Source: an optimization exercise on an open RTL-to-GDS flow (aim: small area, a short achievable clock period and few clock cycles). Production flows keep margins and buffers that such runs may drop.
In this exercise RTL edits were held to simulation tests only and were not proved equivalent to the original.
The clock port is modelled as an ideal driver; clocking choices that lean on that would not hold on a real chip.
Power and IR drop assume default switching activity.

<file path="flow/design.v">
module median_fliter(
  input                  clk,
  input                  rst,
  input               enable,
  input  [7:0]     RAM_IMG_Q,
  input  [7:0]     RAM_OUT_Q,
  output          RAM_IMG_OE,
  output          RAM_IMG_WE,
  output [15:0]    RAM_IMG_A,
  output [7:0]     RAM_IMG_D,
  output          RAM_OUT_OE,
  output          RAM_OUT_WE,
  output [15:0]    RAM_OUT_A,
  output [7:0]     RAM_OUT_D,
  output                done
);
  localparam LK = 3;             
  localparam K  = 1 << LK;       
  localparam L  = K + 2;         
  localparam [3:0] RI_LAST = L - 1;
  reg        go;         
  reg        running;    
  reg        oe;         
  reg        first;      
  reg        flush;      
  reg  [7:0] rrow;       
  reg  [7:0] rcol;       
  reg  [3:0] ri;         
  reg        ri_last;    
  reg        done_reg;
  reg  [4:0] vp;         
  wire row_pad  = ((ri == 4'd0) & (rrow == 8'd255)) | (ri_last & (rrow == 8'd0));
  always @(posedge clk, posedge rst) begin
    if (rst) begin
      go      <= 1'b0;
      running <= 1'b0;
      oe      <= 1'b0;
    end else begin
      go <= enable & ~running & ~go;
      if (go) begin
        running <= 1'b1;
        oe      <= 1'b1;
      end else if (ri_last) begin
        if (rcol == 8'd255 && rrow == 8'd0) oe <= 1'b0;    
        if (flush) running <= 1'b0;
      end
    end
  end
  always @(posedge clk) begin
    if (go) begin
      first <= 1'b1;
      flush <= 1'b0;
      rrow  <= 8'd255;
      rcol  <= 8'd0;
      ri      <= 4'd0;
      ri_last <= 1'b0;
    end else if (!ri_last) begin
      ri      <= ri + 4'd1;
      ri_last <= (ri == RI_LAST - 4'd1);
      rrow <= rrow + 8'd1;
    end else begin
      ri      <= 4'd0;
      ri_last <= 1'b0;
      first   <= 1'b0;
      rcol  <= rcol + 8'd1;
      if (rcol == 8'd255) begin
        rrow <= rrow - 8'd1;
        if (rrow == 8'd0) flush <= 1'b1;
      end else begin
        rrow <= rrow - RI_LAST;
      end
    end
  end
  wire v0  = running & ~first & (ri >= 4'd2);   
  wire mn0 = (rcol == 8'd0);                    
  reg       pad1;
  reg [1:0] mn;
  always @(posedge clk, posedge rst) begin
    if (rst) vp <= 5'd0;
    else     vp <= {vp[3:0], v0};
  end
  always @(posedge clk) begin
    pad1 <= row_pad;
    mn   <= {mn[0], mn0};
  end
  reg [7:0] din;
  reg [7:0] dl [1:2*L];
  integer k;
  always @(posedge clk) begin
    din     <= RAM_IMG_Q & {8{~pad1}};
    dl[1]   <= din;
    for (k = 2; k <= 2*L; k = k + 1) dl[k] <= dl[k-1];
    dl[L+1] <= dl[L] & {8{~mn[1]}};
  end
  wire [7:0] ta = dl[2*L];                  
  wire [7:0] tb = dl[L];                    
  wire [7:0] tc = din & {8{~mn[1]}};        
  function gt8(input [7:0] a, input [7:0] b);
    reg [7:0] g, p;
    reg [3:0] g1, p1;
    reg [1:0] g2, p2;
    integer i;
    begin
      g = a & ~b;
      p = a | ~b;
      for (i = 0; i < 4; i = i + 1) begin
        g1[i] = g[2*i+1] | (p[2*i+1] & g[2*i]);
        p1[i] = p[2*i+1] & p[2*i];
      end
      for (i = 0; i < 2; i = i + 1) begin
        g2[i] = g1[2*i+1] | (p1[2*i+1] & g1[2*i]);
        p2[i] = p1[2*i+1] & p1[2*i];
      end
      gt8 = g2[1] | (p2[1] & g2[0]);
    end
  endfunction
  function [7:0] max3(input [7:0] a, input [7:0] b, input [7:0] c);
    reg x, y, z;
    begin
      x = gt8(a, b);
      y = gt8(b, c);
      z = gt8(a, c);
      max3 = (x & z) ? a : (~x & y) ? b : c;
    end
  endfunction
  function [7:0] min3(input [7:0] a, input [7:0] b, input [7:0] c);
    reg x, y, z;
    begin
      x = gt8(a, b);
      y = gt8(b, c);
      z = gt8(a, c);
      min3 = (~x & ~z) ? a : (x & ~y) ? b : c;
    end
  endfunction
  function [7:0] med3(input [7:0] a, input [7:0] b, input [7:0] c);
    reg x, y, z;
    begin
      x = gt8(a, b);
      y = gt8(b, c);
      z = gt8(a, c);
      med3 = (x ^ z) ? a : (x ^ y) ? c : b;
    end
  endfunction
  reg [7:0] lo0, md0, hi0, lo1, md1, hi1, md2, lo12, hi12;
  always @(posedge clk) begin
    lo0  <= min3(ta, tb, tc);
    md0  <= med3(ta, tb, tc);
    hi0  <= max3(ta, tb, tc);
    lo1  <= lo0;  md1 <= md0;  hi1 <= hi0;
    md2  <= md1;
    lo12 <= gt8(lo0, lo1) ? lo0 : lo1;
    hi12 <= gt8(hi0, hi1) ? hi1 : hi0;
  end
  reg [7:0] mxlo, mdmd, mnhi, dout;
  always @(posedge clk) begin
    mxlo <= gt8(lo12, lo0) ? lo12 : lo0;
    mdmd <= med3(md0, md1, md2);
    mnhi <= gt8(hi12, hi0) ? hi0 : hi12;
    dout <= med3(mxlo, mdmd, mnhi);
  end
  wire we = vp[4];
  reg [15:0] wa;      
  reg        wlast;   
  always @(posedge clk) begin
    if (go) begin
      wa    <= 16'hffff;
      wlast <= 1'b0;
    end else if (vp[3]) begin
      wa    <= wa + 16'd1;
      wlast <= (wa == 16'hfffe);
    end
  end
  always @(posedge clk, posedge rst) begin
    if (rst) done_reg <= 1'b0;
    else if (enable && !running) done_reg <= 1'b0;
    else if (we && wlast) done_reg <= 1'b1;
  end
  assign RAM_IMG_OE = oe;
  assign RAM_IMG_WE = 1'b0;
  assign RAM_IMG_A  = {rrow, rcol};
  assign RAM_IMG_D  = 8'd0;
  assign RAM_OUT_OE = 1'b0;
  assign RAM_OUT_WE = we;
  assign RAM_OUT_A  = {wa[15:8+LK], wa[LK-1:0], wa[7+LK:LK]};
  assign RAM_OUT_D  = dout;
  assign done       = done_reg;
endmodule
</file>
<file path="flow/flow/run.sh">
#!/bin/bash
# The standard layout (standard.sh, with the standard synthesis), changed
# only in how hard and with what it optimises:
#  - ports buffered with buf_2,
#  - clock tree sinks clustered by up to 30 within 100 um, no dummy loads,
#  - timing repair aiming for 6.95 ns of setup slack,
#  - after CTS, the flip-flops that drive output ports get drive strength 2,
#    and gates off the critical paths are downsized (the later repair keeps
#    the setup margin).
# The tools' full output goes to standard.log here and to orfs/logs/.
set -euo pipefail
bash standard.sh BUFFER_PORTS_ARGS="-buffer_cell sky130_fd_sc_hd__buf_2" \
  CTS_ARGS="-sink_clustering_enable -repair_clock_nets -sink_clustering_size 30 -sink_clustering_max_diameter 100 -dont_use_dummy_load -sink_clustering_levels 1" \
  SETUP_SLACK_MARGIN=6.9 POST_CTS_TCL="$PWD/flow/post_cts.tcl" finish > standard.log 2>&1
</file>
<file path="flow/flow/post_cts.tcl">
# Give each flip-flop that drives an output port's buffer a stronger drive.
proc upsize_output_flops {strength} {
  set db [ord::get_db]
  set block [ord::get_db_block]
  set n 0
  foreach bt [$block getBTerms] {
    if {[$bt getIoType] != "OUTPUT"} { continue }
    set net [$bt getNet]
    if {$net == "NULL"} { continue }
    foreach it [$net getITerms] {
      if {![$it isOutputSignal]} { continue }
      set buf [$it getInst]
      foreach bit [$buf getITerms] {
        if {![$bit isInputSignal]} { continue }
        set bnet [$bit getNet]
        if {$bnet == "NULL"} { continue }
        foreach dit [$bnet getITerms] {
          if {![$dit isOutputSignal]} { continue }
          set inst [$dit getInst]
          set master [[$inst getMaster] getName]
          if {[regexp {^(sky130_fd_sc_hd__df\w+)_1$} $master -> base]} {
            set new [$db findMaster ${base}_$strength]
            if {$new != "NULL"} {
              $inst swapMaster $new
              incr n
            }
          }
        }
      }
    }
  }
  puts "upsize: $n output flip-flops to drive $strength"
}

upsize_output_flops 2

# Downsize gates off the critical paths, keeping the setup margin the flow aims for.
estimate_parasitics -placement
repair_timing -recover_power 100 -setup_margin $::env(SETUP_SLACK_MARGIN) -verbose
detailed_placement
</file>
<file path="flow/standard.sh">
#!/bin/bash
# synth_recipe.tcl (not shown) runs the flow's synth.tcl, then flattens the netlist and writes it again
# the make line also repeats each setting of config.mk as NAME=value (left out here)
make -C /OpenROAD-flow-scripts/flow DESIGN_CONFIG=/design/flow/config.mk WORK_HOME=/design/flow/orfs CLKGATE_MAP_FILE= SYNTH_SCRIPT=/design/flow/synth_recipe.tcl "${@:-finish}"
</file>
<file path="flow/config.mk">
export PLATFORM = sky130hd
export DESIGN_NAME = median_fliter
export DESIGN_NICKNAME = median_fliter
export VERILOG_FILES = /design/flow/design.v
export SDC_FILE = /design/flow/constraint.sdc
export NUM_CORES = 4
export LEC_CHECK = 0
export CAP_MARGIN = 20
export CORE_MARGIN = 2
export CORE_UTILIZATION = 65
export PLACE_DENSITY = 0.75
export SLEW_MARGIN = 20
</file>
<file path="flow/constraint.sdc">
create_clock -name core_clock -period 10.0 [get_ports {clk}]
set_input_delay 2.0000 -clock core_clock [delete_from_list [all_inputs] [get_ports {clk}]]
set_output_delay 2.0000 -clock core_clock [all_outputs]
set_load 0.01 [all_outputs]
</file>
==> implementation parameters, run 1 <==
Parameter                              Value

Status
  Run status    complete, no violations

Floorplanning
  Die span in y    132 um
  Die outline width    132 um
  Die outline area    17400 um^2
  Ports    72
  Placeable core area    15900 um^2
  Initial standard-cell utilization of the core    66.8%
  Cell Rows    46

Drt
  Via total after detailed routing    6521
  Iter 0 DRT Violations    430
  Routed WL    17.5 mm
  WL per Instance    14.2 um
  Detailed Routing Iterations Pass 1    5
  Remaining antenna violation count    0
  Detailed-route DRC error count    0
  Number of vias per cell after detailed routing    5.32

Synth
  Average instance area after synthesis    11.1 um^2
  Post-synthesis cell type count    72
  Share of the yosys chip area belonging to registers    61.3%
  Post-synthesis register bit count    324
  Flip-flop cell with the highest count after synthesis    sky130_fd_sc_hd__dfxtp_1
  Synthesized instance count    960
  Synth top area share    59.2%
  Proportion of register bits with asynchronous set or reset after synthesis    2.78%
  Count of warnings emitted by yosys    2
  Ranking of synthesized cells by area    sky130_fd_sc_hd__dfxtp_1, sky130_fd_sc_hd__inv_1, sky130_fd_sc_hd__nand2b_1, sky130_fd_sc_hd__dfrtp_1, sky130_fd_sc_hd__maj3_1
  Synthesized cell area    10700 um^2
  Cell type contributing the most total cell area after synthesis    sky130_fd_sc_hd__dfxtp_1
  EDFF count, synth    0

Clock network
  Clock net sink count    324
  Clock latency on the worst-skew pair    0.50 ns
  CTS tree    done
  Clk pin slew, worst setup/hold paths    0.10 ns

Worst setup path
  Data required time of the worst path    8.00 ns
  Category of cells accounting for the largest share of critical-path delay    flip-flops
  Data arrival at the endpoint of the critical path    1.08 ns
  Library cell contributing the largest single delay on the critical path    sky130_fd_sc_hd__dfxtp_1
  Crit path largest cell delay    0.43 ns
  Worst Path Max Fanout    4
  Worst Path Class, Setup    flip-flop to output port
  Cell chain of the critical path    buf_2
  Type of destination of the critical path    output port
  Startpoint Class    flip-flop
  Worst Path Buf+Inv    1

STA
  TNS Setup    0 ns
  Maximum clock skew at final layout    0.0510 ns
  Final Cycle Share    30.8%
  Number of endpoints with negative hold slack in the final report    0
  Fmax    0.325 GHz
  Rel. slew slack    49.2%
  Number of pins with negative max-slew slack in the final report    0
  Worst-margin pin slew    0.760 ns
  Final critical-path required period    3.08 ns
  RSZ-0062 raised after global routing    false
  Final setup violating endpoints    0

Cells and area
  Register ranked first by flip-flop count    dl
  Syn-to-layout area delta    7.27%
  FILL cells    1210
  Share of layout cells above drive strength 1    10.1%
  Antenna diodes    0
  Number of standard cells in the final layout excluding fillers    1226
  Largest registers    dl (160), wa (16)
  Final standard cell utilization of the core    71.7%
  Net total in the final layout    1045
  Largest register FFs    160

Global routing
  Final global-route overflow total    0
  Via count of the first global-routing pass    6043
  Maximum number of pins on one net before global-route repair    33
  Initial antenna violation count    0
  Overall global routing resource usage    19.7%
  Wire length of the first global-routing pass    28.5 mm

Place
  GPL Wtd Cong    0.845
  Input/output buffers    53
  Placed wire-length estimate after detailed placement    12.5 mm
  Total placed cells including tap cells    1212

Hold path
  Type of the most critical hold path    flip-flop to flip-flop

Power
  Share of total power in the clock network    14.2%
  Internal cell power    0.00271 W
  VDD IR max    0.000215 V
  Sequential Power Share    48.4%
  Net switching share of the total power    35.9%
  Switching power    0.00152 W
  P_leak    4.75 nW
  Share of power burned in combinational logic    37.3%
  Pwr/cell area    370 nW/um^2

Job
  Max Cap Violations    0
==> cells in the mapped netlist, types with 9 or more instances <==
library cell                 n
sky130_fd_sc_hd__a21oi_1    41
sky130_fd_sc_hd__a22oi_1    11
sky130_fd_sc_hd__buf_4      11
sky130_fd_sc_hd__clkbuf_1   14
sky130_fd_sc_hd__dfrtp_1     9
sky130_fd_sc_hd__dfxtp_1   315
sky130_fd_sc_hd__ha_1       13
sky130_fd_sc_hd__inv_1      81
sky130_fd_sc_hd__maj3_1     22
sky130_fd_sc_hd__maj3_2     11
sky130_fd_sc_hd__mux2i_1    19
sky130_fd_sc_hd__nand2_1    35
sky130_fd_sc_hd__nand2b_1   48
sky130_fd_sc_hd__nand3_1    10
sky130_fd_sc_hd__nor2_1     39
sky130_fd_sc_hd__nor2b_1    31
sky130_fd_sc_hd__nor3_1     16
sky130_fd_sc_hd__o21ai_0    21
sky130_fd_sc_hd__o21ai_1    21
sky130_fd_sc_hd__o21bai_1    9
sky130_fd_sc_hd__o22ai_1    25
sky130_fd_sc_hd__xnor2_1    14
sky130_fd_sc_hd__xor2_1     12
==> path summary, 6_finish.rpt <==
kind                       slack, ns  depth (start not counted)                to            startpoint
max reg2reg                     7.16                          8   dout[0]$_DFF_P_       mnhi[0]$_DFF_P_
max                             6.92                          1      RAM_IMG_A[7]  rcol[7]$_SDFFE_PP0P_
min reg2reg                     0.30                          0  dl[4][7]$_DFF_P_      dl[3][7]$_DFF_P_
min                             0.30                          0  dl[4][7]$_DFF_P_      dl[3][7]$_DFF_P_
min in group asynchronous       1.44                          2    oe$_DFFE_PP0P_                   rst
max in group asynchronous       8.25                          2   vp[4]$_DFF_PP0_                   rst
==> area by class of cell <==
type | instances | area, um^2 | share of cell area, %
Inverter | 85 | 319 | 2.79
Timing Repair Buffer | 55 | 259 | 2.27
Sequential cell | 324 | 6560 | 57.4
Tap cell | 216 | 270 | 2.36
Multi-Input combinational cell | 532 | 3670 | 32.1
Clock buffer | 14 | 350 | 3.06
==> worst register-to-register path, stage by stage, from the launching register on <==
cell and delay, ns:
sky130_fd_sc_hd__dfxtp_1 0.33, sky130_fd_sc_hd__nand2b_1 0.14, sky130_fd_sc_hd__maj3_1 0.35, sky130_fd_sc_hd__maj3_1 0.36
sky130_fd_sc_hd__maj3_1 0.36, sky130_fd_sc_hd__o21bai_1 0.17, sky130_fd_sc_hd__a21oi_1 0.13, sky130_fd_sc_hd__xor2_2 0.52
sky130_fd_sc_hd__mux2_2 0.40
==> power by group through the flow <==
stage               combinational, W  sequential (W)  clock, W
global placement             0.00158         0.00206         0
detailed placement           0.00161         0.00207         0
floorplan                    0.00129         0.00199         0
global route                 0.00176         0.00211  0.000662
finish                       0.00158         0.00205  0.000602
==> cells by family after synthesis <==
| group | synth area share [%] |
|---|---|
| flops | 61.3 |
| simple gates | 11.3 |
| compound gates | 12.3 |
| buf+inv | 4.40 |
| fa+ha+maj | 4.94 |
| mux | 3.37 |
| xor+xnor | 2.44 |
| other cells | 0.0352 |
==> stage by stage <==
step | instance area [um^2] | hold slack (ns) | setup WS [ns] | total power [W]
floorplan | 10700 | 0.310 | 7.52 | 0.00328
global placement | 11100 | 0.310 | 6.85 | 0.00364
detailed placement | 11100 | 0.312 | 6.81 | 0.00368
global route | 11400 | 0.317 | 6.90 | 0.00453
finish | 11400 | 0.304 | 6.92 | 0.00423
==> cells in the final DEF, fill, tap and decap left out, types with 15 or more instances in the layout <==
cell and instances:
sky130_fd_sc_hd__buf_2 38, sky130_fd_sc_hd__dfxtp_1 296, sky130_fd_sc_hd__o21ai_0 39, sky130_fd_sc_hd__maj3_1 31, sky130_fd_sc_hd__nand2_1 35, sky130_fd_sc_hd__a21oi_1 41
sky130_fd_sc_hd__clkbuf_1 15, sky130_fd_sc_hd__nand2b_1 48, sky130_fd_sc_hd__nor2b_1 30, sky130_fd_sc_hd__o22ai_1 25, sky130_fd_sc_hd__dfxtp_2 18, sky130_fd_sc_hd__nor3_1 16
sky130_fd_sc_hd__mux2i_1 19, sky130_fd_sc_hd__inv_1 81, sky130_fd_sc_hd__nor2_1 39
==> routing by layer <==
layer	vias up	track usage, %	wire length, um
li1	3354	-	-
met1	3028	27.9	8620
met2	117	32.4	7890
met3	22	2.54	606
met4	0	4.59	349
met5	-	0	0
Testbench counts, summed over its fixed seeds: cycles 327,748.
==> run 2, diff against run 1 <==
--- a/flow/flow/run.sh
+++ b/flow/flow/run.sh
@@ -11,4 +11,4 @@
 set -euo pipefail
 bash standard.sh BUFFER_PORTS_ARGS="-buffer_cell sky130_fd_sc_hd__buf_2" \
   CTS_ARGS="-sink_clustering_enable -repair_clock_nets -sink_clustering_size 30 -sink_clustering_max_diameter 100 -dont_use_dummy_load -sink_clustering_levels 1" \
-  SETUP_SLACK_MARGIN=6.9 POST_CTS_TCL="$PWD/flow/post_cts.tcl" finish > standard.log 2>&1
+  SETUP_SLACK_MARGIN=6.95 PRE_CTS_TCL="$PWD/flow/pre_cts.tcl" POST_CTS_TCL="$PWD/flow/post_cts.tcl" finish > standard.log 2>&1
==> flow/flow/pre_cts.tcl (new file) <==
# Downsize gates off the critical paths after placement.
estimate_parasitics -placement
repair_timing -recover_power 100 -setup_margin $::env(SETUP_SLACK_MARGIN) -verbose
detailed_placement
==> run 2 against run 1 <==
Setup slack gained 0.048 ns. Sequential power is essentially flat. Synthesized area stayed put. Final area rose by 0.26%. Combinational power is essentially flat. Fmax increased by 1.6%. Power rose by 0.14%. Die area unchanged. Clock-buffer cell count did not move. Critical endpoint is now RAM_IMG_OE.
==> implementation parameters, run 2 <==
Parameter                              Value

Worst setup path
  Worst Path Max Fanout    2 (was 4)
  Register-to-register path setup slack    7.16 ns (about the same)
  Library cell contributing the largest single delay on the critical path    sky130_fd_sc_hd__dfrtp_2 (was sky130_fd_sc_hd__dfxtp_1)
  Worst Path Buf+Inv    1 (unchanged)
  Worst Path Class, Setup    flip-flop to output port (unchanged)
  Category of cells accounting for the largest share of critical-path delay    flip-flops (unchanged)
  Type of destination of the critical path    output port (unchanged)
  Number of logic stages on the critical path including buffering    1 (unchanged)
  Beginning of the worst register-to-register path    mnhi[0]$_DFF_P_ (unchanged)
  Count of cells along the worst register-to-register path    8 (unchanged)
  Cell chain of the critical path    buf_6 (was buf_2)
  Data arrival at the endpoint of the critical path    1.03 ns (was 1.08 ns)
  Data required time of the worst path    8.00 ns (about the same)
  Capture point of the worst reg-to-reg path    dout[0]$_DFF_P_ (unchanged)
  Crit path largest cell delay    0.42 ns (was 0.43 ns)
  Startpoint Class    flip-flop (unchanged)

Cells and area
  Syn-to-layout area delta    7.55% (was 7.27%)
  Most common cell after layout, fill and taps aside    sky130_fd_sc_hd__dfxtp_1 (unchanged)
  Net total in the final layout    1045 (unchanged)
  Largest register FFs    160 (unchanged)
  Largest registers    dl (160), wa (16) (unchanged)
  Commonest cells after routing, fill and taps aside    sky130_fd_sc_hd__dfxtp_1, sky130_fd_sc_hd__inv_1, sky130_fd_sc_hd__nand2b_1 (unchanged)
  Antenna diodes    0 (unchanged)
  Register ranked first by flip-flop count    dl (unchanged)
  Final cell area excluding filler cells    11500 um^2 (was 11400 um^2)
  Share of layout cells above drive strength 1    11.0% (was 10.1%)

Floorplanning
  Initial standard-cell utilization of the core    66.8% (unchanged)
  Die span in y    132 um (unchanged)
  Ports    72 (unchanged)
  Cell Rows    46 (unchanged)
  Die outline width    132 um (unchanged)
  Die outline area    17400 um^2 (unchanged)
  Placeable core area    15900 um^2 (unchanged)

Synth
  Most common cell in the synthesized netlist    sky130_fd_sc_hd__dfxtp_1 (unchanged)
  Cell type contributing the most total cell area after synthesis    sky130_fd_sc_hd__dfxtp_1 (unchanged)
  Post-synthesis register bit count    324 (unchanged)
  Ranking of synthesized cells by area    sky130_fd_sc_hd__dfxtp_1, sky130_fd_sc_hd__inv_1, sky130_fd_sc_hd__nand2b_1, sky130_fd_sc_hd__dfrtp_1, sky130_fd_sc_hd__maj3_1 (unchanged)
  Synthesized cell area    10700 um^2 (unchanged)
  Post-synthesis cell type count    72 (unchanged)
  Share of the yosys chip area belonging to registers    61.3% (unchanged)
  Average instance area after synthesis    11.1 um^2 (unchanged)
  Synthesized instance count    960 (unchanged)
  Proportion of register bits with asynchronous set or reset after synthesis    2.78% (unchanged)
  Flip-flop cell with the highest count after synthesis    sky130_fd_sc_hd__dfxtp_1 (unchanged)
  Count of warnings emitted by yosys    2 (unchanged)
  EDFF count, synth    0 (unchanged)
  Synth top area share    59.2% (unchanged)
  Most common library cells after synthesis    sky130_fd_sc_hd__dfxtp_1, sky130_fd_sc_hd__inv_1, sky130_fd_sc_hd__nand2b_1, sky130_fd_sc_hd__a21oi_1, sky130_fd_sc_hd__nor2_1 (unchanged)

Global routing
  Overall global routing resource usage    19.8% (was 19.7%)
  Maximum number of pins on one net before global-route repair    33 (unchanged)
  Wire length of the first global-routing pass    28.7 mm (was 28.5 mm)
  Final global-route overflow total    0 (unchanged)
  Initial antenna violation count    0 (unchanged)
  Via count of the first global-routing pass    6104 (was 6043)

STA
  Final critical-path required period    3.03 ns (was 3.08 ns)
  Maximum clock skew at final layout    0.0276 ns (was 0.0510 ns)
  Number of pins with negative max-slew slack in the final report    0 (unchanged)
  Worst hold slack    0.328 ns (was 0.304 ns)
  Worst-margin pin slew    0.766 ns (was 0.760 ns)
  Rel. slew slack    48.8% (was 49.2%)
  Number of endpoints with negative hold slack in the final report    0 (unchanged)
  Fmax    0.330 GHz (was 0.325 GHz)
  RSZ-0062 raised after global routing    true (was false)
  TNS Setup    0 ns (unchanged)
  Final setup violating endpoints    0 (unchanged)
  Final Cycle Share    30.3% (was 30.8%)

Place
  Input/output buffers    53 (unchanged)
  Placed wire-length estimate after detailed placement    12.5 mm (unchanged)
  Post-DP Area    11100 um^2 (unchanged)
  GPL Wtd Cong    0.845 (unchanged)

Drt
  Detailed-route DRC error count    0 (unchanged)
  Remaining antenna violation count    0 (unchanged)
  Via total after detailed routing    6567 (was 6521)
  Number of vias per cell after detailed routing    5.36 (was 5.32)
  Routed WL    17.6 mm (was 17.5 mm)
  Iter 0 DRT Violations    425 (was 430)
  Detailed Routing Iterations Pass 1    6 (was 5)
  WL per Instance    14.3 um (was 14.2 um)

Hold path
  End point of the worst hold path    dl[5][6]$_DFF_P_ (was dl[4][7]$_DFF_P_)
  Type of the most critical hold path    flip-flop to flip-flop (unchanged)
  Number of instances on the worst hold path    0 (unchanged)
  Launch point of the worst hold path    dl[4][6]$_DFF_P_ (was dl[3][7]$_DFF_P_)

Clock network
  CTS tree    done (unchanged)
  Clock latency on the worst-skew pair    0.49 ns (was 0.50 ns)
  Clk pin slew, worst setup/hold paths    0.10 ns (about the same)
  Clock net sink count    324 (unchanged)

Power
  VDD IR max    0.000203 V (was 0.000215 V)
  P_leak    4.73 nW (was 4.75 nW)
  Pwr/cell area    370 nW/um^2 (about the same)

Status
  Run status    complete, no violations (unchanged)

Job
  Max Cap Violations    0 (unchanged)
==> run 2: changes by cell type in the layout (fill, tap and decap cells not counted), sizes merged <==
cell / delta
buf: -27
clkbuf: +27
==> run 2: logic make-up (layout without fill, tap and decap cells) <==
logic type | Yosys count | in the layout | synth area share, %
AO/OA/AOI/OAI | 190 | 190 | 12.3
XOR/XNOR | 28 | 28 | 2.44
adder cells (fa/ha/maj) | 47 | 47 | 4.94
buffers and inverters | 113 | 154 | 4.40
flip-flops | 324 | 324 | 61.3
multiplexers | 33 | 33 | 3.37
other | 1 | 10 | 0.0352
AND/OR/NAND/NOR | 224 | 224 | 11.3
==> run 2: worst max path at each step <==
stage / start / to / slack (ns)
after global routing: oe$_DFFE_PP0P_ / RAM_IMG_OE / 6.94
after floorplan: mnhi[0]$_DFF_P_ / dout[0]$_DFF_P_ / 7.52
final: oe$_DFFE_PP0P_ / RAM_IMG_OE / 6.97
after detailed placement: mn[1]$_DFF_P_ / md0[5]$_DFF_P_ / 6.81
after global placement: mn[1]$_DFF_P_ / md0[5]$_DFF_P_ / 6.85
==> run 2: report_power, final <==
part / switching (W) / leakage [nW] / internal, W
clock network: 0.000351 / 0.173 / 0.000254
registers: 0.000323 / 2.75 / 0.00174
logic: 0.000843 / 1.81 / 0.000729
total: 0.00152 / 4.73 / 0.00272
==> run 2: area by class of cell <==
| class | instances | area (um^2) |
|---|---|---|
| Sequential cell | 324 | 6600 |
| Fill cell | 1201 | 4480 |
| Multi-Input combinational cell | 532 | 3670 |
| Clock buffer | 14 | 350 |
| Inverter | 85 | 319 |
| Tap cell | 216 | 270 |
| Timing Repair Buffer | 55 | 250 |
==> run 2: metrics by stage <==
step	total power (W)	instances	setup slack (ns)	utilization (%)
after global placement	0.00364	1212	6.85	69.6
after floorplan	0.00328	969	7.52	-
final	0.00424	1226	6.97	71.9
after global routing	0.00454	1226	6.94	71.9
after detailed placement	0.00368	1212	6.81	69.6
==> run 2: layer usage <==
layer	track usage, %	share of wire [%]	vias up
li1	-	-	3359
met1	27.8	49	3046
met2	32.8	45	136
met3	2.27	3.8	26
met4	5.31	2.4	0
met5	0	0	-
==> run 3, diff against run 2 <==
--- a/flow/flow/run.sh
+++ b/flow/flow/run.sh
@@ -4,9 +4,9 @@
 #  - ports buffered with buf_2,
 #  - clock tree sinks clustered by up to 30 within 100 um, no dummy loads,
 #  - timing repair aiming for 6.95 ns of setup slack,
-#  - after CTS, the flip-flops that drive output ports get drive strength 2,
-#    and gates off the critical paths are downsized (the later repair keeps
-#    the setup margin).
+#  - before CTS, and again after it, gates off the critical paths are
+#    downsized (the later repairs keep the setup margin),
+#  - after CTS, the flip-flops that drive output ports get drive strength 2.
 # The tools' full output goes to standard.log here and to orfs/logs/.
 set -euo pipefail
 bash standard.sh BUFFER_PORTS_ARGS="-buffer_cell sky130_fd_sc_hd__buf_2" \
==> run 3 against run 2 <==
Synthesized cell count unchanged. Sequential share of layout area is the same. Die area stayed put. Critical path depth stayed put. Flip-flop and latch count stayed put. Clock-buffer cell count unchanged. Largest cell class unchanged. Via count did not move. Final area stayed put. First-iteration DRC count stayed put. Synthesized area unchanged. Worst hold slack unchanged.
==> implementation parameters, run 3 <==
Parameter                              Value

Drt
  Remaining antenna violation count    0 (unchanged)
  WL per Instance    14.3 um (unchanged)
  Iter 0 DRT Violations    425 (unchanged)
  Detailed Routing Iterations Pass 1    6 (unchanged)
  Number of vias per cell after detailed routing    5.36 (unchanged)
  Via total after detailed routing    6567 (unchanged)
  Routed WL    17.6 mm (unchanged)
  Detailed-route DRC error count    0 (unchanged)

Synth
  Share of the yosys chip area belonging to registers    61.3% (unchanged)
  Post-synthesis cell type count    72 (unchanged)
  Synth top area share    59.2% (unchanged)
  Post-synthesis register bit count    324 (unchanged)
  Count of warnings emitted by yosys    2 (unchanged)
  Most common cell in the synthesized netlist    sky130_fd_sc_hd__dfxtp_1 (unchanged)
  Flip-flop cell with the highest count after synthesis    sky130_fd_sc_hd__dfxtp_1 (unchanged)
  Average instance area after synthesis    11.1 um^2 (unchanged)
  Most common library cells after synthesis    sky130_fd_sc_hd__dfxtp_1, sky130_fd_sc_hd__inv_1, sky130_fd_sc_hd__nand2b_1, sky130_fd_sc_hd__a21oi_1, sky130_fd_sc_hd__nor2_1 (unchanged)
  Synthesized cell area    10700 um^2 (unchanged)
  Proportion of register bits with asynchronous set or reset after synthesis    2.78% (unchanged)
  Ranking of synthesized cells by area    sky130_fd_sc_hd__dfxtp_1, sky130_fd_sc_hd__inv_1, sky130_fd_sc_hd__nand2b_1, sky130_fd_sc_hd__dfrtp_1, sky130_fd_sc_hd__maj3_1 (unchanged)
  EDFF count, synth    0 (unchanged)
  Cell type contributing the most total cell area after synthesis    sky130_fd_sc_hd__dfxtp_1 (unchanged)
  Synthesized instance count    960 (unchanged)

Worst setup path
  Data required time of the worst path    8.00 ns (about the same)
  Worst Path Max Fanout    2 (unchanged)
  Crit path largest cell delay    0.42 ns (about the same)
  Worst Path Buf+Inv    1 (unchanged)
  Cell chain of the critical path    buf_6 (unchanged)
  Type of destination of the critical path    output port (unchanged)
  Category of cells accounting for the largest share of critical-path delay    flip-flops (unchanged)
  Library cell contributing the largest single delay on the critical path    sky130_fd_sc_hd__dfrtp_2 (unchanged)
  Worst Path Class, Setup    flip-flop to output port (unchanged)
  Data arrival at the endpoint of the critical path    1.03 ns (about the same)
  Startpoint Class    flip-flop (unchanged)

STA
  Number of endpoints with negative hold slack in the final report    0 (unchanged)
  Worst-margin pin slew    0.766 ns (unchanged)
  Final setup violating endpoints    0 (unchanged)
  Final Cycle Share    30.3% (unchanged)
  TNS Setup    0 ns (unchanged)
  Final critical-path required period    3.03 ns (unchanged)
  Rel. slew slack    48.8% (unchanged)
  Maximum clock skew at final layout    0.0276 ns (unchanged)
  Final WS setup    6.97 ns (unchanged)
  RSZ-0062 raised after global routing    true (unchanged)
  Fmax    0.330 GHz (unchanged)
  Number of pins with negative max-slew slack in the final report    0 (unchanged)

Power
  Share of power burned in combinational logic    37.1% (about the same)
  Share of total power in the clock network    14.3% (about the same)
  Pwr/cell area    370 nW/um^2 (unchanged)
  Net switching share of the total power    35.8% (unchanged)
  Sequential Power Share    48.6% (about the same)
  Switching power    0.00152 W (unchanged)
  VDD IR max    0.000203 V (unchanged)
  Final Total Pwr    0.00424 W (unchanged)
  Internal cell power    0.00272 W (unchanged)
  P_leak    4.73 nW (unchanged)

Cells and area
  Antenna diodes    0 (unchanged)
  Largest register FFs    160 (unchanged)
  Register ranked first by flip-flop count    dl (unchanged)
  Net total in the final layout    1045 (unchanged)
  Syn-to-layout area delta    7.55% (unchanged)
  Largest registers    dl (160), wa (16) (unchanged)
  Share of layout cells above drive strength 1    11.0% (unchanged)
  Most common cell after layout, fill and taps aside    sky130_fd_sc_hd__dfxtp_1 (unchanged)
  Commonest cells after routing, fill and taps aside    sky130_fd_sc_hd__dfxtp_1, sky130_fd_sc_hd__inv_1, sky130_fd_sc_hd__nand2b_1 (unchanged)

Place
  Input/output buffers    53 (unchanged)
  GPL Wtd Cong    0.845 (unchanged)
  Post-placement setup slack    6.81 ns (unchanged)
  Placed wire-length estimate after detailed placement    12.5 mm (unchanged)

Floorplanning
  Initial standard-cell utilization of the core    66.8% (unchanged)
  Die outline width    132 um (unchanged)
  Cell Rows    46 (unchanged)
  Die span in y    132 um (unchanged)
  Die outline area    17400 um^2 (unchanged)
  Ports    72 (unchanged)
  Placeable core area    15900 um^2 (unchanged)

Clock network
  CTS tree    done (unchanged)
  Clk pin slew, worst setup/hold paths    0.10 ns (about the same)
  Clock net sink count    324 (unchanged)
  Clock latency on the worst-skew pair    0.49 ns (about the same)

Global routing
  Via count of the first global-routing pass    6104 (unchanged)
  Final global-route overflow total    0 (unchanged)
  Overall global routing resource usage    19.8% (unchanged)
  Initial antenna violation count    0 (unchanged)
  Maximum number of pins on one net before global-route repair    33 (unchanged)
  Wire length of the first global-routing pass    28.7 mm (unchanged)

Job
  Max Cap Violations    0 (unchanged)

Hold path
  Type of the most critical hold path    flip-flop to flip-flop (unchanged)

Status
  Run status    complete, no violations (unchanged)
-- run 3: cell counts in the layout (fill, tap and decap cells not counted) --
Identical to the previous run, type by type.
-- run 3: final cells by class --
| cell class | instances | area, um^2 |
|---|---|---|
| inverters | 85 | 319 |
| flip-flops and latches | 324 | 6600 |
| multi-input cells | 532 | 3670 |
| fillers | 1201 | 4480 |
| well taps | 216 | 270 |
| repair buffers | 55 | 250 |
| clock buffers | 14 | 350 |
-- run 3: metal layers --
| metal | up-vias | share of wire (%) | global-route usage (%) |
|---|---|---|---|
| li1 | 3359 | - | - |
| met1 | 3046 | 49 | 27.8 |
| met2 | 136 | 45 | 32.8 |
| met3 | 26 | 3.8 | 2.27 |
| met4 | 0 | 2.4 | 5.31 |
| met5 | - | 0 | 0 |
-- run 3: cells by family (layout without fill, tap and decap cells) --
family                     after synthesis  count (layout)  share of synthesized area (%)
buffers and inverters                  113             154                           4.40
muxes                                   33              33                           3.37
other                                    1              10                         0.0352
xor gates and xnor gates                28              28                           2.44
DFF                                    324             324                           61.3
adders and majority gates               47              47                           4.94
and+or+nand+nor                        224             224                           11.3
AOI/OAI and AO/OA                      190             190                           12.3
-- run 3: final timing paths --
check,start,to,slack [ns],cells past startpoint
worst max-delay path,oe$_DFFE_PP0P_,RAM_IMG_OE,6.97,1
worst min-delay path,dl[4][6]$_DFF_P_,dl[5][6]$_DFF_P_,0.33,0
worst max register to register,mnhi[0]$_DFF_P_,dout[0]$_DFF_P_,7.16,8
worst min register to register,dl[4][6]$_DFF_P_,dl[5][6]$_DFF_P_,0.33,0
max in group asynchronous,rst,vp[4]$_DFF_PP0_,8.27,2
min in group asynchronous,rst,oe$_DFFE_PP0P_,1.45,2
-- run 3: power groups by stage --
stage	Combinational [W]	Clock, W	Sequential (W)
after floorplan	0.00129	0	0.00199
after global placement	0.00158	0	0.00206
after detailed placement	0.00161	0	0.00207
after global routing	0.00175	0.000663	0.00212
final	0.00157	0.000605	0.00206
-- run 3: per-stage QoR --
step	instances	utilization, %	hold WS [ns]	cell area (um^2)
2_1_floorplan	969	-	0.310	10700
3_3_place_gp	1212	69.6	0.310	11100
3_5_place_dp	1212	69.6	0.312	11100
5_1_grt	1226	71.9	0.329	11500
6_report	1226	71.9	0.328	11500
==> run 4, diff against run 3 <==
--- a/flow/config.mk
+++ b/flow/config.mk
@@ -8,5 +8,6 @@
 export CAP_MARGIN = 20
 export CORE_MARGIN = 2
 export CORE_UTILIZATION = 65
+export GPL_TIMING_DRIVEN = 1
 export PLACE_DENSITY = 0.75
 export SLEW_MARGIN = 20
==> run 4 against run 3 <==
Still clean. Power did not move. Clock power barely moved. Combinational power barely moved. Critical path depth did not move. Cell count did not move. Die area did not move. Flip-flop and latch count did not move. Setup slack did not move. First-iteration DRC count did not move. Utilization did not move. Final area did not move. Largest cell class unchanged.
==> implementation parameters, run 4 <==
Parameter                              Value

Worst setup path
  Category of cells accounting for the largest share of critical-path delay    flip-flops (unchanged)
  Worst Path Class, Setup    flip-flop to output port (unchanged)
  Type of destination of the critical path    output port (unchanged)
  Library cell contributing the largest single delay on the critical path    sky130_fd_sc_hd__dfrtp_2 (unchanged)
  Crit path largest cell delay    0.42 ns (about the same)
  Worst Path Max Fanout    2 (unchanged)
  Worst Path Buf+Inv    1 (unchanged)
  Data arrival at the endpoint of the critical path    1.03 ns (about the same)
  Data required time of the worst path    8.00 ns (about the same)
  Startpoint Class    flip-flop (unchanged)
  Cell chain of the critical path    buf_6 (unchanged)

Cells and area
  Final standard cell utilization of the core    71.9% (unchanged)
  Antenna diodes    0 (unchanged)
  Commonest cells after routing, fill and taps aside    sky130_fd_sc_hd__dfxtp_1, sky130_fd_sc_hd__inv_1, sky130_fd_sc_hd__nand2b_1 (unchanged)
  Net total in the final layout    1045 (unchanged)
  Share of layout cells above drive strength 1    11.0% (unchanged)
  Syn-to-layout area delta    7.55% (unchanged)
  Largest registers    dl (160), wa (16) (unchanged)
  Largest register FFs    160 (unchanged)
  Register ranked first by flip-flop count    dl (unchanged)
  Most common cell after layout, fill and taps aside    sky130_fd_sc_hd__dfxtp_1 (unchanged)
  FILL cells    1201 (unchanged)

Synth
  Mux cell area share after synthesis    3.37% (unchanged)
  Proportion of register bits with asynchronous set or reset after synthesis    2.78% (unchanged)
  Most common library cells after synthesis    sky130_fd_sc_hd__dfxtp_1, sky130_fd_sc_hd__inv_1, sky130_fd_sc_hd__nand2b_1, sky130_fd_sc_hd__a21oi_1, sky130_fd_sc_hd__nor2_1 (unchanged)
  Post-synthesis register bit count    324 (unchanged)
  Synthesized cell area    10700 um^2 (unchanged)
  Simple-Gate Fraction of Synth Area    11.3% (unchanged)
  Compound-cell area share of the yosys netlist    12.3% (unchanged)
  Largest family of logic cells by synthesized area    compound AO/OA/AOI/OAI gates (unchanged)
  Most common cell in the synthesized netlist    sky130_fd_sc_hd__dfxtp_1 (unchanged)
  Synthesized-area fraction occupied by adder cells    4.94% (unchanged)
  Share of the yosys chip area belonging to registers    61.3% (unchanged)
  Ranking of synthesized cells by area    sky130_fd_sc_hd__dfxtp_1, sky130_fd_sc_hd__inv_1, sky130_fd_sc_hd__nand2b_1, sky130_fd_sc_hd__dfrtp_1, sky130_fd_sc_hd__maj3_1 (unchanged)
  Area share of xor/xnor cells in the synthesized design    2.44% (unchanged)
  Flip-flop cell with the highest count after synthesis    sky130_fd_sc_hd__dfxtp_1 (unchanged)
  Cell type contributing the most total cell area after synthesis    sky130_fd_sc_hd__dfxtp_1 (unchanged)
  Count of warnings emitted by yosys    2 (unchanged)
  Average instance area after synthesis    11.1 um^2 (unchanged)
  Synth top area share    59.2% (unchanged)
  Synthesized instance count    960 (unchanged)
  EDFF count, synth    0 (unchanged)
  Post-synthesis cell type count    72 (unchanged)

Power
  P_leak    4.73 nW (unchanged)
  VDD IR max    0.000203 V (unchanged)
  Pwr/cell area    370 nW/um^2 (unchanged)
  Final Total Pwr    0.00424 W (unchanged)

STA
  Rel. slew slack    48.8% (unchanged)
  Final Cycle Share    30.3% (unchanged)
  TNS Setup    0 ns (unchanged)
  Worst hold slack    0.328 ns (unchanged)
  RSZ-0062 raised after global routing    true (unchanged)
  Maximum clock skew at final layout    0.0276 ns (unchanged)
  Number of pins with negative max-slew slack in the final report    0 (unchanged)
  Number of endpoints with negative hold slack in the final report    0 (unchanged)
  Final critical-path required period    3.03 ns (unchanged)
  Final setup violating endpoints    0 (unchanged)
  Worst-margin pin slew    0.766 ns (unchanged)
  Final WS setup    6.97 ns (unchanged)
  Fmax    0.330 GHz (unchanged)

Place
  Placed wire-length estimate after detailed placement    12.5 mm (unchanged)
  Input/output buffers    53 (unchanged)
  GPL Wtd Cong    0.845 (unchanged)
  Post-placement setup slack    6.81 ns (unchanged)

Drt
  Routed WL    17.6 mm (unchanged)
  Remaining antenna violation count    0 (unchanged)
  WL per Instance    14.3 um (unchanged)
  Via total after detailed routing    6567 (unchanged)
  Iter 0 DRT Violations    425 (unchanged)
  Detailed-route DRC error count    0 (unchanged)
  Number of vias per cell after detailed routing    5.36 (unchanged)
  Detailed Routing Iterations Pass 1    6 (unchanged)

Floorplanning
  Die outline area    17400 um^2 (unchanged)
  Placeable core area    15900 um^2 (unchanged)
  Initial standard-cell utilization of the core    66.8% (unchanged)
  Cell Rows    46 (unchanged)
  Die span in y    132 um (unchanged)
  Ports    72 (unchanged)
  Die outline width    132 um (unchanged)

Job
  Max Cap Violations    0 (unchanged)

Global routing
  Final global-route overflow total    0 (unchanged)
  Met2 demand-to-capacity share in global routing    32.8% (unchanged)
  GR met1 Demand/Resource    27.8% (unchanged)
  Overall global routing resource usage    19.8% (unchanged)
  Most heavily used metal layer in global routing    met2 (unchanged)
  Met3 track demand over resource in global routing    2.27% (unchanged)
  Wire length of the first global-routing pass    28.7 mm (unchanged)
  Initial antenna violation count    0 (unchanged)
  Via count of the first global-routing pass    6104 (unchanged)
  Maximum number of pins on one net before global-route repair    33 (unchanged)

Clock network
  Clk pin slew, worst setup/hold paths    0.10 ns (about the same)
  Clock net sink count    324 (unchanged)
  Clock latency on the worst-skew pair    0.49 ns (about the same)
  CTS tree    done (unchanged)

Status
  Run status    complete, no violations (unchanged)

Hold path
  Type of the most critical hold path    flip-flop to flip-flop (unchanged)
-- run 4: cells by family after synthesis --
logic type	Yosys count
mux	33
fa+ha+maj	47
xor+xnor	28
flops	324
compound gates	190
other cells	1
buf+inv	113
simple gates	224
-- run 4: final timing paths --
path,slack (ns),start,endpoint,depth (start not counted)
worst min register to register,0.33,dl[4][6]$_DFF_P_,dl[5][6]$_DFF_P_,0
worst max-delay path,6.97,oe$_DFFE_PP0P_,RAM_IMG_OE,1
min in group asynchronous,1.45,rst,oe$_DFFE_PP0P_,2
worst max register to register,7.16,mnhi[0]$_DFF_P_,dout[0]$_DFF_P_,8
max in group asynchronous,8.27,rst,vp[4]$_DFF_PP0_,2
worst min-delay path,0.33,dl[4][6]$_DFF_P_,dl[5][6]$_DFF_P_,0
-- run 4: layer usage --
| metal | up-vias | part of all wire [%] |
|---|---|---|
| met3 | 26 | 3.8 |
| li1 | 3359 | - |
| met4 | 0 | 2.4 |
| met2 | 136 | 45 |
| met5 | - | 0 |
| met1 | 3046 | 49 |
-- run 4: power by group --
group | internal, W | switching, W
clock | 0.000254 | 0.000351
sequential | 0.00174 | 0.000323
combinational | 0.000729 | 0.000843
-- run 4: metrics by stage --
step | cells | instance area [um^2]
after floorplan | 969 | 10700
after global placement | 1212 | 11100
after detailed placement | 1212 | 11100
after global routing | 1226 | 11500
final | 1226 | 11500
-- run 4: area by class of cell --
type | instances | area (um^2) | area share [%]
Sequential cell | 324 | 6600 | 57.6
Multi-Input combinational cell | 532 | 3670 | 32.0
Clock buffer | 14 | 350 | 3.06
Inverter | 85 | 319 | 2.78
Tap cell | 216 | 270 | 2.36
Timing Repair Buffer | 55 | 250 | 2.18
==> run 5, diff against run 4 <==
--- a/flow/flow/run.sh
+++ b/flow/flow/run.sh
@@ -10,5 +10,5 @@
 # The tools' full output goes to standard.log here and to orfs/logs/.
 set -euo pipefail
 bash standard.sh BUFFER_PORTS_ARGS="-buffer_cell sky130_fd_sc_hd__buf_2" \
-  CTS_ARGS="-sink_clustering_enable -repair_clock_nets -sink_clustering_size 30 -sink_clustering_max_diameter 100 -dont_use_dummy_load -sink_clustering_levels 1" \
+  CTS_ARGS="-sink_clustering_enable -repair_clock_nets -sink_clustering_size 33 -sink_clustering_max_diameter 100 -dont_use_dummy_load -sink_clustering_levels 1" \
   SETUP_SLACK_MARGIN=6.95 PRE_CTS_TCL="$PWD/flow/pre_cts.tcl" POST_CTS_TCL="$PWD/flow/post_cts.tcl" finish > standard.log 2>&1
--- a/flow/config.mk
+++ b/flow/config.mk
@@ -8,6 +8,5 @@
 export CAP_MARGIN = 20
 export CORE_MARGIN = 2
 export CORE_UTILIZATION = 65
-export GPL_TIMING_DRIVEN = 1
 export PLACE_DENSITY = 0.75
 export SLEW_MARGIN = 20
==> run 5 against run 4 <==
Largest cell class unchanged. Sequential power hardly changed. Clock skew is 0.0037 ns higher. Critical path type unchanged. Cell count hardly changed. Still clean on timing, DRC and antenna. Clock-buffer cell count is 1 lower.
==> implementation parameters, run 5 <==
Parameter                              Value

Cells and area
  Most common cell after layout, fill and taps aside    sky130_fd_sc_hd__dfxtp_1 (unchanged)
  Number of standard cells in the final layout excluding fillers    1225 (was 1226)
  Syn-to-layout area delta    7.31% (was 7.55%)
  Largest register FFs    160 (unchanged)
  Net total in the final layout    1044 (was 1045)
  Final cell area excluding filler cells    11400 um^2 (was 11500 um^2)
  Multi-input combinational cell area    3670 um^2 (unchanged)
  Share of layout cells above drive strength 1    10.9% (was 11.0%)
  Commonest cells after routing, fill and taps aside    sky130_fd_sc_hd__dfxtp_1, sky130_fd_sc_hd__inv_1, sky130_fd_sc_hd__nand2b_1 (unchanged)
  FILL cells    1206 (was 1201)
  Sequential cell area in the final layout    6600 um^2 (unchanged)
  Largest registers    dl (160), wa (16) (unchanged)
  Register ranked first by flip-flop count    dl (unchanged)
  Antenna diodes    0 (unchanged)

Clock network
  Clk pin slew, worst setup/hold paths    0.11 ns (was 0.10 ns)
  Clock latency on the worst-skew pair    0.49 ns (about the same)
  Clock net sink count    324 (unchanged)
  CTS tree    done (unchanged)

Floorplanning
  Placeable core area    15900 um^2 (unchanged)
  Ports    72 (unchanged)
  Die span in y    132 um (unchanged)
  Initial standard-cell utilization of the core    66.8% (unchanged)
  Cell Rows    46 (unchanged)
  Die outline area    17400 um^2 (unchanged)
  Die outline width    132 um (unchanged)

STA
  Final critical-path required period    3.04 ns (was 3.03 ns)
  TNS Setup    0 ns (unchanged)
  Worst-margin pin slew    0.744 ns (was 0.766 ns)
  Maximum clock skew at final layout    0.0313 ns (was 0.0276 ns)
  Fmax    0.329 GHz (was 0.330 GHz)
  Final setup violating endpoints    0 (unchanged)
  Number of pins with negative max-slew slack in the final report    0 (unchanged)
  Number of endpoints with negative hold slack in the final report    0 (unchanged)
  Rel. slew slack    50.3% (was 48.8%)
  Final Cycle Share    30.4% (was 30.3%)
  RSZ-0062 raised after global routing    true (unchanged)

Global routing
  Wire length of the first global-routing pass    28.4 mm (was 28.7 mm)
  Overall global routing resource usage    19.6% (was 19.8%)
  Initial antenna violation count    0 (unchanged)
  Final global-route overflow total    0 (unchanged)
  Maximum number of pins on one net before global-route repair    34 (was 33)
  Via count of the first global-routing pass    6037 (was 6104)

Synth
  Ranking of synthesized cells by area    sky130_fd_sc_hd__dfxtp_1, sky130_fd_sc_hd__inv_1, sky130_fd_sc_hd__nand2b_1, sky130_fd_sc_hd__dfrtp_1, sky130_fd_sc_hd__maj3_1 (unchanged)
  Proportion of register bits with asynchronous set or reset after synthesis    2.78% (unchanged)
  Flip-flop cell with the highest count after synthesis    sky130_fd_sc_hd__dfxtp_1 (unchanged)
  Post-synthesis cell type count    72 (unchanged)
  Post-synthesis register bit count    324 (unchanged)
  Synth top area share    59.2% (unchanged)
  Cell type contributing the most total cell area after synthesis    sky130_fd_sc_hd__dfxtp_1 (unchanged)
  Most common library cells after synthesis    sky130_fd_sc_hd__dfxtp_1, sky130_fd_sc_hd__inv_1, sky130_fd_sc_hd__nand2b_1, sky130_fd_sc_hd__a21oi_1, sky130_fd_sc_hd__nor2_1 (unchanged)
  EDFF count, synth    0 (unchanged)
  Average instance area after synthesis    11.1 um^2 (unchanged)
  Synthesized instance count    960 (unchanged)
  Most common cell in the synthesized netlist    sky130_fd_sc_hd__dfxtp_1 (unchanged)
  Synthesized cell area    10700 um^2 (unchanged)
  Count of warnings emitted by yosys    2 (unchanged)
  Share of the yosys chip area belonging to registers    61.3% (unchanged)

Drt
  Detailed-route DRC error count    0 (unchanged)
  Iter 0 DRT Violations    495 (was 425)
  Remaining antenna violation count    0 (unchanged)
  Routed WL    17.4 mm (was 17.6 mm)
  WL per Instance    14.2 um (was 14.3 um)
  Number of vias per cell after detailed routing    5.33 (was 5.36)
  Via total after detailed routing    6530 (was 6567)
  Detailed Routing Iterations Pass 1    5 (was 6)

Worst setup path
  Startpoint Class    flip-flop (unchanged)
  Library cell contributing the largest single delay on the critical path    sky130_fd_sc_hd__dfrtp_2 (unchanged)
  Data arrival at the endpoint of the critical path    1.04 ns (was 1.03 ns)
  Cell chain of the critical path    buf_6 (unchanged)
  Crit path largest cell delay    0.43 ns (was 0.42 ns)
  Category of cells accounting for the largest share of critical-path delay    flip-flops (unchanged)
  Worst Path Max Fanout    2 (unchanged)
  Worst Path Buf+Inv    1 (unchanged)
  Worst Path Class, Setup    flip-flop to output port (unchanged)
  Type of destination of the critical path    output port (unchanged)
  Data required time of the worst path    8.00 ns (about the same)

Place
  Placed wire-length estimate after detailed placement    12.5 mm (unchanged)
  GPL Wtd Cong    0.845 (unchanged)
  Post-DP Area    11100 um^2 (unchanged)
  Input/output buffers    53 (unchanged)
  Total placed cells including tap cells    1212 (unchanged)

Power
  VDD IR max    0.000204 V (was 0.000203 V)
  Pwr/cell area    368 nW/um^2 (was 370 nW/um^2)
  P_leak    4.72 nW (was 4.73 nW)

Hold path
  Type of the most critical hold path    flip-flop to flip-flop (unchanged)

Status
  Run status    complete, no violations (unchanged)

Job
  Max Cap Violations    0 (unchanged)
-- run 5: changes by cell type in the layout (fill, tap and decap cells not counted) --
| cell | previous run | this run |
|---|---|---|
| sky130_fd_sc_hd__clkbuf_16 | 14 | 13 |
-- run 5: final timing paths --
path                                    from                to  slack (ns)  cells past startpoint
max                           oe$_DFFE_PP0P_        RAM_IMG_OE        6.96                      1
min                         dl[4][6]$_DFF_P_  dl[5][6]$_DFF_P_        0.32                      0
max reg2reg                dl[20][2]$_DFF_P_    hi0[7]$_DFF_P_        7.14                      8
min reg2reg                 dl[4][6]$_DFF_P_  dl[5][6]$_DFF_P_        0.32                      0
max in group asynchronous                rst   vp[4]$_DFF_PP0_        8.26                      2
min in group asynchronous                rst    oe$_DFFE_PP0P_        1.44                      2
-- run 5: metal layers --
metal  share of wire [%]  GRT usage (%)  vias to the layer above
li1                    -              -                     3355
met1                  49           27.9                     3011
met2                  45           32.2                      139
met3                 3.4           2.00                       25
met4                 2.5           5.50                        0
met5                   0              0                        -
-- run 5: worst register-to-register path: cells and delay by family (launching register included) --
family | cells | cell delay, ns
and+or+nand+nor | 3 | 1.07
adders and majority gates | 2 | 0.50
DFF | 1 | 0.53
AOI/OAI and AO/OA | 3 | 0.60
-- run 5: final cells by class --
cell class | instances | area share (%)
sequential | 324 | 57.7
multi-input combinational | 532 | 32.1
clock buffer | 13 | 2.84
inverter | 85 | 2.79
tap | 216 | 2.36
timing repair buffer | 55 | 2.19
-- run 5: report_power, final --
group	switching (W)	internal (W)	total, W
logic	0.000842	0.000729	0.00157
registers	0.000323	0.00174	0.00206
clock network	0.000345	0.000237	0.000581
total	0.00151	0.00270	0.00421
-- run 5: kinds of logic (layout without fill, tap and decap cells) --
| family | after synthesis | after routing | synth area share (%) |
|---|---|---|---|
| other | 1 | 10 | 0.0352 |
| AND/OR/NAND/NOR | 224 | 224 | 11.3 |
| adder cells (fa/ha/maj) | 47 | 47 | 4.94 |
| XOR/XNOR | 28 | 28 | 2.44 |
| AO/OA/AOI/OAI | 190 | 190 | 12.3 |
| flip-flops | 324 | 324 | 61.3 |
| buffers and inverters | 113 | 153 | 4.40 |
| multiplexers | 33 | 33 | 3.37 |
-- run 5: metrics by stage --
step / hold slack, ns / util (%) / setup WS (ns) / power [W]
after global placement: 0.310 / 69.6 / 6.85 / 0.00364
final: 0.324 / 71.7 / 6.96 / 0.00421
after detailed placement: 0.312 / 69.6 / 6.81 / 0.00368
after global routing: 0.323 / 71.7 / 6.93 / 0.00451
after floorplan: 0.310 / - / 7.52 / 0.00328
==> run 6, diff against run 5 <==
==> flow/flow/run.sh (replaced) <==
#!/bin/bash
# The standard layout (standard.sh, with the standard synthesis), changed
# only in how hard and with what it optimises:
#  - ports buffered with buf_2,
#  - clock tree sinks clustered by up to 30 within 100 um, no dummy loads,
#  - timing repair aiming for 6.95 ns of setup slack,
#  - after CTS, the flip-flops that drive output ports get drive strength 2.
# The tools' full output goes to standard.log here and to orfs/logs/.
set -euo pipefail
bash standard.sh BUFFER_PORTS_ARGS="-buffer_cell sky130_fd_sc_hd__buf_2" \
  CTS_ARGS="-sink_clustering_enable -repair_clock_nets -sink_clustering_size 25 -sink_clustering_max_diameter 100 -dont_use_dummy_load -sink_clustering_levels 1" \
  SETUP_SLACK_MARGIN=6.95 POST_CTS_TCL="$PWD/flow/post_cts.tcl" finish > standard.log 2>&1
--- a/flow/flow/post_cts.tcl
+++ b/flow/flow/post_cts.tcl
@@ -33,8 +33,3 @@
 }
 
 upsize_output_flops 2
-
-# Downsize gates off the critical paths, keeping the setup margin the flow aims for.
-estimate_parasitics -placement
-repair_timing -recover_power 100 -setup_margin $::env(SETUP_SLACK_MARGIN) -verbose
-detailed_placement
removed: flow/flow/pre_cts.tcl
==> run 6 against run 5 <==
Final area up 1.9%. Global-route usage up 0.53 points. Combinational power up 4%. Largest power group unchanged.
==> implementation parameters, run 6 <==
Parameter                              Value

Status
  Run status    complete, no violations (unchanged)

Worst setup path
  Library cell contributing the largest single delay on the critical path    sky130_fd_sc_hd__dfrtp_2 (unchanged)
  Crit path largest cell delay    0.42 ns (was 0.43 ns)
  Count of cells along the worst register-to-register path    8 (unchanged)
  Data required time of the worst path    8.00 ns (about the same)
  Worst Path Buf+Inv    1 (unchanged)
  Data arrival at the endpoint of the critical path    1.05 ns (was 1.04 ns)
  Worst Path Class, Setup    flip-flop to output port (unchanged)
  Worst Path Max Fanout    2 (unchanged)
  Number of logic stages on the critical path including buffering    1 (unchanged)
  Category of cells accounting for the largest share of critical-path delay    flip-flops (unchanged)
  Startpoint Class    flip-flop (unchanged)
  Cell chain of the critical path    buf_6 (unchanged)
  Type of destination of the critical path    output port (unchanged)

Job
  Max Cap Violations    0 (unchanged)

Synth
  Synthesized instance count    960 (unchanged)
  Average instance area after synthesis    11.1 um^2 (unchanged)
  Proportion of register bits with asynchronous set or reset after synthesis    2.78% (unchanged)
  EDFF count, synth    0 (unchanged)
  Post-synthesis register bit count    324 (unchanged)
  Post-synthesis cell type count    72 (unchanged)
  Flip-flop cell with the highest count after synthesis    sky130_fd_sc_hd__dfxtp_1 (unchanged)
  Cell type contributing the most total cell area after synthesis    sky130_fd_sc_hd__dfxtp_1 (unchanged)
  Synthesized cell area    10700 um^2 (unchanged)
  Share of the yosys chip area belonging to registers    61.3% (unchanged)
  Most common library cells after synthesis    sky130_fd_sc_hd__dfxtp_1, sky130_fd_sc_hd__inv_1, sky130_fd_sc_hd__nand2b_1, sky130_fd_sc_hd__a21oi_1, sky130_fd_sc_hd__nor2_1 (unchanged)
  Most common cell in the synthesized netlist    sky130_fd_sc_hd__dfxtp_1 (unchanged)
  Count of warnings emitted by yosys    2 (unchanged)
  Ranking of synthesized cells by area    sky130_fd_sc_hd__dfxtp_1, sky130_fd_sc_hd__inv_1, sky130_fd_sc_hd__nand2b_1, sky130_fd_sc_hd__dfrtp_1, sky130_fd_sc_hd__maj3_1 (unchanged)
  Synth top area share    59.2% (unchanged)

Floorplanning
  Cell Rows    46 (unchanged)
  Die outline width    132 um (unchanged)
  Die span in y    132 um (unchanged)
  Die outline area    17400 um^2 (unchanged)
  Ports    72 (unchanged)
  Initial standard-cell utilization of the core    66.8% (unchanged)
  Placeable core area    15900 um^2 (unchanged)

Cells and area
  FILL cells    1149 (was 1206)
  Most common cell after layout, fill and taps aside    sky130_fd_sc_hd__dfxtp_1 (unchanged)
  Commonest cells after routing, fill and taps aside    sky130_fd_sc_hd__dfxtp_1, sky130_fd_sc_hd__inv_1, sky130_fd_sc_hd__buf_2 (was sky130_fd_sc_hd__dfxtp_1, sky130_fd_sc_hd__inv_1, sky130_fd_sc_hd__nand2b_1)
  Syn-to-layout area delta    9.37% (was 7.31%)
  Share of layout cells above drive strength 1    15.7% (was 10.9%)
  Largest registers    dl (160), wa (16) (unchanged)
  Multi-input combinational cell area    3700 um^2 (was 3670 um^2)
  Antenna diodes    0 (unchanged)
  Register ranked first by flip-flop count    dl (unchanged)
  Largest register FFs    160 (unchanged)
  Sequential cell area in the final layout    6610 um^2 (was 6600 um^2)
  Net total in the final layout    1057 (was 1044)

Drt
  Via total after detailed routing    6590 (was 6530)
  Number of vias per cell after detailed routing    5.32 (was 5.33)
  Iter 0 DRT Violations    409 (was 495)
  Detailed Routing Iterations Pass 1    7 (was 5)
  Routed WL    17.8 mm (was 17.4 mm)
  Remaining antenna violation count    0 (unchanged)
  WL per Instance    14.4 um (was 14.2 um)
  Detailed-route DRC error count    0 (unchanged)

Clock network
  CTS tree    done (unchanged)
  Clk pin slew, worst setup/hold paths    0.09 ns (was 0.11 ns)
  Clock net sink count    324 (unchanged)
  Clock latency on the worst-skew pair    0.50 ns (was 0.49 ns)

STA
  RSZ-0062 raised after global routing    true (unchanged)
  Final critical-path required period    3.05 ns (was 3.04 ns)
  Rel. slew slack    48.0% (was 50.3%)
  Worst-margin pin slew    0.779 ns (was 0.744 ns)
  Number of endpoints with negative hold slack in the final report    0 (unchanged)
  Maximum clock skew at final layout    0.0495 ns (was 0.0313 ns)
  Worst hold slack    0.299 ns (was 0.324 ns)
  TNS Setup    0 ns (unchanged)
  Number of pins with negative max-slew slack in the final report    0 (unchanged)
  Final Cycle Share    30.5% (was 30.4%)
  Final setup violating endpoints    0 (unchanged)
  Fmax    0.328 GHz (was 0.329 GHz)

Place
  Placed wire-length estimate after detailed placement    12.5 mm (unchanged)
  GPL Wtd Cong    0.845 (unchanged)
  Input/output buffers    53 (unchanged)

Hold path
  Type of the most critical hold path    flip-flop to flip-flop (unchanged)
  Number of instances on the worst hold path    0 (unchanged)

Global routing
  Overall global routing resource usage    20.1% (was 19.6%)
  Initial antenna violation count    0 (unchanged)
  Via count of the first global-routing pass    6102 (was 6037)
  Wire length of the first global-routing pass    29.1 mm (was 28.4 mm)
  Final global-route overflow total    0 (unchanged)
  Maximum number of pins on one net before global-route repair    33 (was 34)

Power
  P_leak    4.89 nW (was 4.72 nW)
  VDD IR max    0.000211 V (was 0.000204 V)
  Pwr/cell area    373 nW/um^2 (was 368 nW/um^2)
==> run 6: cell counts after synthesis <==
Identical to the previous run, type by type.
==> run 6: area by class of cell <==
class,count,area share (%)
tap,216,2.32
sequential,324,56.7
multi-input combinational,532,31.7
inverter,85,2.74
timing repair buffer,65,3.10
clock buffer,16,3.43
==> run 6: path summary, 6_finish.rpt <==
kind / end / start / slack (ns)
worst max-delay path: RAM_IMG_OE / oe$_DFFE_PP0P_ / 6.95
worst min register to register: dl[13][5]$_DFF_P_ / dl[12][5]$_DFF_P_ / 0.30
worst min-delay path: dl[13][5]$_DFF_P_ / dl[12][5]$_DFF_P_ / 0.30
max in group asynchronous: vp[4]$_DFF_PP0_ / rst / 8.25
worst max register to register: hi0[7]$_DFF_P_ / dl[20][0]$_DFF_P_ / 7.12
min in group asynchronous: oe$_DFFE_PP0P_ / rst / 1.43
==> run 6: report_power, final <==
group	leakage [nW]	internal [W]	switching [W]
combinational	1.95	0.000770	0.000868
sequential	2.75	0.00174	0.000323
clock	0.197	0.000288	0.000362
total	4.89	0.00280	0.00155
==> run 6: cells by family (layout without fill, tap and decap cells) <==
| family | count (synthesis) | in the layout | synth area share (%) |
|---|---|---|---|
| other | 1 | 10 | 0.0352 |
| and+or+nand+nor | 224 | 224 | 11.3 |
| DFF | 324 | 324 | 61.3 |
| adders and majority gates | 47 | 47 | 4.94 |
| xor gates and xnor gates | 28 | 28 | 2.44 |
| muxes | 33 | 33 | 3.37 |
| AOI/OAI and AO/OA | 190 | 190 | 12.3 |
| buffers and inverters | 113 | 166 | 4.40 |
==> run 6: layer usage <==
metal	global-route usage [%]	vias to the layer above	routed length, um
met5	0	-	0
met4	4.83	0	345
met3	2.88	29	696
met2	33.2	128	8160
met1	28.2	3050	8630
li1	-	3383	-
==> run 6: through the flow <==
stage	cell area [um^2]	setup WS [ns]	power (W)	std cells	utilization [%]
3_3_place_gp	11100	6.85	0.00364	1212	69.6
5_1_grt	11700	6.92	0.00465	1238	73.1
2_1_floorplan	10700	7.52	0.00328	969	-
3_5_place_dp	11100	6.81	0.00368	1212	69.6
6_report	11700	6.95	0.00435	1238	73.1

what the ideal ports hide:
The results above use ideal ports. As a check the final layouts listed here were re-extracted and re-timed, cells and wires unchanged.
Step 1, drivers: a clkbuf_16 drives clk and a buf_2 each remaining input, both assumed.
Step 2 moves the port delays by t, midway between the first and last clock arrival at a register: inputs arrive t later, outputs are due t later. That takes back most of the time a late clock gives input paths.
Slacks: ideal ports / drivers / drivers and shift; pairs: ideal ports / drivers.
| run | t, ns | setup slack, ns | worst setup path after step 2 | latest minus earliest clock arrival (ns) | worst slew at a driven data input, ns |
|---|---|---|---|---|---|
| run 1 | 0.514 | 6.921 / 6.878 / 7.162 | register to register | 0.051 / 0.051 | 0.03 |
| run 2 | 0.516 | 6.969 / 6.927 / 7.160 | register to register | 0.028 / 0.028 | 0.03 |
| run 3 | 0.516 | 6.969 / 6.927 / 7.160 | register to register | 0.028 / 0.028 | 0.03 |
| run 4 | 0.516 | 6.969 / 6.927 / 7.160 | register to register | 0.028 / 0.028 | 0.03 |
| run 5 | 0.514 | 6.965 / 6.922 / 7.142 | register to register | 0.034 / 0.033 | 0.03 |
| run 6 | 0.522 | 6.954 / 6.911 / 7.120 | register to register | 0.052 / 0.052 | 0.03 |
After both steps setup and hold are still met in every run listed.
